Background: an optimization exercise with open tools, aiming at small area, a short achievable clock period and few clock cycles per item. Do not read the settings as production practice.

Setup of main:
==> flow/design.v <==
module cordicTanh(z0, clk, rst, out, flag);
	input wire clk, rst;
	input wire signed [15:0] z0;
	output wire signed [15:0] out;
	output reg flag;
	reg ld;                      
	reg rot;                     
	reg half;                    
	reg [3:0] sh;                
	reg signed [14:0] z;         
	reg signed [14:0] y;
	reg [13:0] x;                
	wire ext = z0[15] ^ z0[14];            
	wire div = ~(ld | rot | flag);
	wire rot_end = rot & half & (sh == 4'd13);
	wire s = rot ? z[14] : ~y[14];
	wire [13:1] d;
	genvar n;
	generate
		for (n = 1; n <= 13; n = n + 1) begin : dec
			assign d[n] = (sh == n);
		end
	endgenerate
	wire [14:0] K;
	assign K[14:12] = 3'b000;
	assign K[11] = d[1];
	assign K[10] = d[2];
	assign K[9]  = d[3];
	assign K[8]  = d[4];
	assign K[7]  = d[5] | (rot & d[1]);
	assign K[6]  = d[6] | (rot & d[1]);
	assign K[5]  = d[7];
	assign K[4]  = d[8] | (rot & d[2]);
	assign K[3]  = d[9] | (rot & d[1]);
	assign K[2]  = d[10] | (rot & d[2]);
	assign K[1]  = d[11] | (rot & (d[1] | d[2] | d[3])) | (~rot & d[12] & (z[14] ^ y[14]));
	assign K[0]  = rot & (d[3] | d[12] | d[13]);
	wire [13:0] xs = x >> sh;
	wire signed [14:0] ys = y >>> sh;
	wire [14:0] zn, yn; wire [13:0] xn;
	padd #(15,1) uz(z, K ^ {15{~s}}, ~s, zn);
	padd #(15,1) uy(y, {1'b0, xs} ^ {15{s}}, s, yn);
	padd #(14,1) ux(x, (ys[13:0] ^ {14{s}}) & {14{rot}}, s & rot, xn);    
	wire [15:0] zsum = {zn, 1'b0};
	wire [15:0] ysum = {yn, 1'b0};
	wire [14:0] xsum = {xn, 1'b0};
	always @(posedge clk) begin
		if (rst) begin
			ld <= 1'b1;
			rot <= 1'b0;
			flag <= 1'b0;
		end else begin
			ld <= flag;
			rot <= (ld & ~ext) | (rot & ~rot_end);
			flag <= (ld & ext) | (div & (sh == 4'd12));
		end
	end
	always @(posedge clk) begin
		half <= rot & ~half;
		if (ld | rot_end)
			sh <= 4'd1;
		else if (~rot | half)
			sh <= sh + 4'd1;
	end
	always @(posedge clk) begin
		if (ld) begin
			z <= ext ? {z0[15], z0[15], 13'h1000} : z0[14:0];
			x <= 14'h1000;
			y <= 15'h0000;
		end else begin
			z <= rot_end ? 15'h0000 : zsum[15:1];
			y <= ysum[15:1];
			x <= xsum[14:1];
		end
	end
	assign out = {z[14], z};
endmodule
module padd #(parameter N = 15, parameter KIND = 0) (input [N-1:0] a, input [N-1:0] b, input cin, output [N-1:0] sum);
	wire [N-1:0] p = a ^ b;
	wire [N-1:0] g0 = a & b;
	reg [N:0] G, P;
	reg [N:0] Gn, Pn;
	integer l, i, st;
	always @(*) begin
		G = {g0, cin};
		P = {p, 1'b0};
		if (KIND == 3) begin
			for (i = 1; i <= N; i = i + 1) begin
				G[i] = G[i] | (P[i] & G[i-1]);
			end
		end else if (KIND == 2) begin
			for (i = 1; i <= N; i = i + 2) begin G[i] = G[i] | (P[i] & G[i-1]); P[i] = P[i] & P[i-1]; end
			for (i = 3; i <= N; i = i + 4) begin G[i] = G[i] | (P[i] & G[i-2]); P[i] = P[i] & P[i-2]; end
			for (i = 7; i <= N; i = i + 8) begin G[i] = G[i] | (P[i] & G[i-4]); P[i] = P[i] & P[i-4]; end
			for (i = 15; i <= N; i = i + 16) begin G[i] = G[i] | (P[i] & G[i-8]); P[i] = P[i] & P[i-8]; end
			for (i = 11; i <= N; i = i + 8) begin G[i] = G[i] | (P[i] & G[i-4]); P[i] = P[i] & P[i-4]; end
			for (i = 5; i <= N; i = i + 4) begin G[i] = G[i] | (P[i] & G[i-2]); P[i] = P[i] & P[i-2]; end
			for (i = 2; i <= N; i = i + 2) begin G[i] = G[i] | (P[i] & G[i-1]); P[i] = P[i] & P[i-1]; end
		end else begin
			for (l = 1; l <= N; l = l * 2) begin
				Gn = G; Pn = P;
				for (i = 0; i <= N; i = i + 1) begin
					if (KIND == 0) begin
						if (i >= l) begin
							Gn[i] = G[i] | (P[i] & G[i-l]);
							Pn[i] = P[i] & P[i-l];
						end
					end else begin
						if ((i / l) % 2 == 1) begin
							Gn[i] = G[i] | (P[i] & G[(i / l) * l - 1]);
							Pn[i] = P[i] & P[(i / l) * l - 1];
						end
					end
				end
				G = Gn; P = Pn;
			end
		end
	end
	assign sum = p ^ G[N-1:0];
endmodule
clock: 10.0 ns
lec_check: 0
abc_area: 1
cap_margin: 70
core_margin: 2
core_utilization: 45
slew_margin: 70
tns_end_percent: 5
standard.sh (not shown) runs the stock make flow with config.mk's settings and CLKGATE_MAP_FILE= SYNTH_SCRIPT=/design/flow/synth_recipe.tcl, a recipe that flattens the netlist after the stock synthesis.
==> flow/flow/run.sh <==
#!/bin/bash
# Standard synthesis, then the standard layout steps with repair_timing
# asked for a larger setup margin and plain buffers on the ports (the SDC
# and clock period are unchanged).
set -eo pipefail
bash standard.sh synth > synth.log 2>&1
bash standard.sh SETUP_SLACK_MARGIN=7 "BUFFER_PORTS_ARGS=-buffer_cell sky130_fd_sc_hd__buf_1" finish > layout.log 2>&1
--- input diff main..the feature branch ---
==> flow/design.v, changed modules only <==
module cordicTanh(z0, clk, rst, out, flag);
	input wire clk, rst;
	input wire signed [15:0] z0;
	output wire signed [15:0] out;
	output reg flag;
	reg ld;                      
	reg rot;                     
	reg half;                    
	reg [3:0] sh;                
	reg signed [14:0] z;         
	reg signed [14:0] y;
	reg [13:0] x;                
	wire ext = z0[15] ^ z0[14];            
	wire div = ~(ld | rot | flag);
	wire rot_end = rot & half & (sh == 4'd13);
	wire s = rot ? z[14] : ~y[14];
	wire [13:1] d;
	genvar n;
	generate
		for (n = 1; n <= 13; n = n + 1) begin : dec
			assign d[n] = (sh == n);
		end
	endgenerate
	wire [14:0] K;
	assign K[14:12] = 3'b000;
	assign K[11] = d[1];
	assign K[10] = d[2];
	assign K[9]  = d[3];
	assign K[8]  = d[4];
	assign K[7]  = d[5] | (rot & d[1]);
	assign K[6]  = d[6] | (rot & d[1]);
	assign K[5]  = d[7];
	assign K[4]  = d[8] | (rot & d[2]);
	assign K[3]  = d[9] | (rot & d[1]);
	assign K[2]  = d[10] | (rot & d[2]);
	assign K[1]  = d[11] | (rot & (d[1] | d[2] | d[3])) | (~rot & d[12] & (z[14] ^ y[14]));
	assign K[0]  = rot & (d[3] | d[12] | d[13]);
	wire [13:0] xs1 = sh[0] ? {1'd0, x[13:1]} : x;
	wire [13:0] xs2 = sh[1] ? {2'd0, xs1[13:2]} : xs1;
	wire [13:0] xs4 = sh[2] ? {4'd0, xs2[13:4]} : xs2;
	wire [13:0] xs  = sh[3] ? {8'd0, xs4[13:8]} : xs4;
	wire [14:0] yneg = (y ^ {15{z[14]}}) & {15{rot}};
	wire [14:0] ys1 = sh[0] ? {yneg[14], yneg[14:1]} : yneg;
	wire [14:0] ys2 = sh[1] ? {{2{ys1[14]}}, ys1[14:2]} : ys1;
	wire [14:0] ys4 = sh[2] ? {{4{ys2[14]}}, ys2[14:4]} : ys2;
	wire [14:0] ys  = sh[3] ? {{8{ys4[14]}}, ys4[14:8]} : ys4;
	wire [14:0] zn, yn;
	wire [13:0] xn;
	padd #(15, 2) uz(z, K ^ {15{~s}}, ~s, zn);
	addsub #(15, 2) uy(y, {1'b0, xs}, s, yn);
	padd #(14, 2) ux(x, ys[13:0], z[14] & rot, xn);
	always @(posedge clk) begin
		if (rst) begin
			ld <= 1'b1;
			rot <= 1'b0;
			flag <= 1'b0;
		end else begin
			ld <= flag;
			rot <= (ld & ~ext) | (rot & ~rot_end);
			flag <= (ld & ext) | (div & (sh == 4'd12));
		end
	end
	always @(posedge clk) begin
		half <= rot & ~half;
		if (ld | rot_end)
			sh <= 4'd1;
		else if (~rot | half)
			sh <= sh + 4'd1;
	end
	always @(posedge clk) begin
		if (ld) begin
			z <= ext ? {z0[15], z0[15], 13'h1000} : z0[14:0];
			x <= 14'h1000;
			y <= 15'h0000;
		end else begin
			z <= rot_end ? 15'h0000 : zn;
			y <= yn;
			x <= xn;
		end
	end
	assign out = {z[14], z};
endmodule
module addsub #(parameter N = 15, parameter KIND = 1) (input [N-1:0] a, input [N-1:0] b, input sub, output [N-1:0] out);
	wire [N-1:0] ai = a ^ {N{sub}};
	reg [N-1:0] G, P, Gn, Pn;
	integer l, i;
	always @(*) begin
		G = ai & b;
		P = ai ^ b;
		if (KIND == 3) begin
			for (i = 1; i < N; i = i + 1)
				G[i] = G[i] | (P[i] & G[i-1]);
		end else if (KIND == 2) begin
			for (i = 1; i < N; i = i + 2) begin G[i] = G[i] | (P[i] & G[i-1]); P[i] = P[i] & P[i-1]; end
			for (i = 3; i < N; i = i + 4) begin G[i] = G[i] | (P[i] & G[i-2]); P[i] = P[i] & P[i-2]; end
			for (i = 7; i < N; i = i + 8) begin G[i] = G[i] | (P[i] & G[i-4]); P[i] = P[i] & P[i-4]; end
			for (i = 11; i < N; i = i + 8) begin G[i] = G[i] | (P[i] & G[i-4]); P[i] = P[i] & P[i-4]; end
			for (i = 5; i < N; i = i + 4) begin G[i] = G[i] | (P[i] & G[i-2]); P[i] = P[i] & P[i-2]; end
			for (i = 2; i < N; i = i + 2) begin G[i] = G[i] | (P[i] & G[i-1]); P[i] = P[i] & P[i-1]; end
		end else begin
			for (l = 1; l < N; l = l * 2) begin
				Gn = G; Pn = P;
				for (i = 0; i < N; i = i + 1)
					if ((i / l) % 2 == 1) begin
						Gn[i] = G[i] | (P[i] & G[(i / l) * l - 1]);
						Pn[i] = P[i] & P[(i / l) * l - 1];
					end
				G = Gn; P = Pn;
			end
		end
	end
	assign out = a ^ b ^ {G[N-2:0], 1'b0};
endmodule
## What came out
The feature branch reached the end of the flow, and the finished layout is clean on the timing, design-rule and antenna checks.
The feature branch ended up with a higher met2 routed wirelength than main did.
The feature branch vs. main: die boundary width up 0.92 microns, design area fell by 75 sq um, final hold slack shows an increase of 0.021 ns, average wire per cell in the routed design +7.2%, final worst slack fell 0.30 ns.
Function was not checked in any run of this note: the RTL went through the layout flow alone.

-- static timing again, ports no longer ideal --
The flow's constraints put no driver on any port. The routed layouts listed below were extracted and timed again, unchanged, in two steps.
Step 1, drivers: a clkbuf_16 drives clk and a buf_2 each remaining input, both assumed.
Step 2 moves the port delays by t, midway between the first and last clock arrival at a register: inputs arrive t later, outputs are due t later. That takes back most of the time a late clock gives input paths.
a / b / c = ideal / step 1 / step 2; a / b = the first two.
run	shift t [ns]	setup WS [ns]	worst register clock-pin slew, ns	cell pins on the clock port's net
main	0.367	6.861 / 6.861 / 6.861	0.11 / 0.11	1
the feature branch	0.368	6.565 / 6.565 / 6.565	0.12 / 0.12	1
After both steps setup and hold are still met in every run listed.
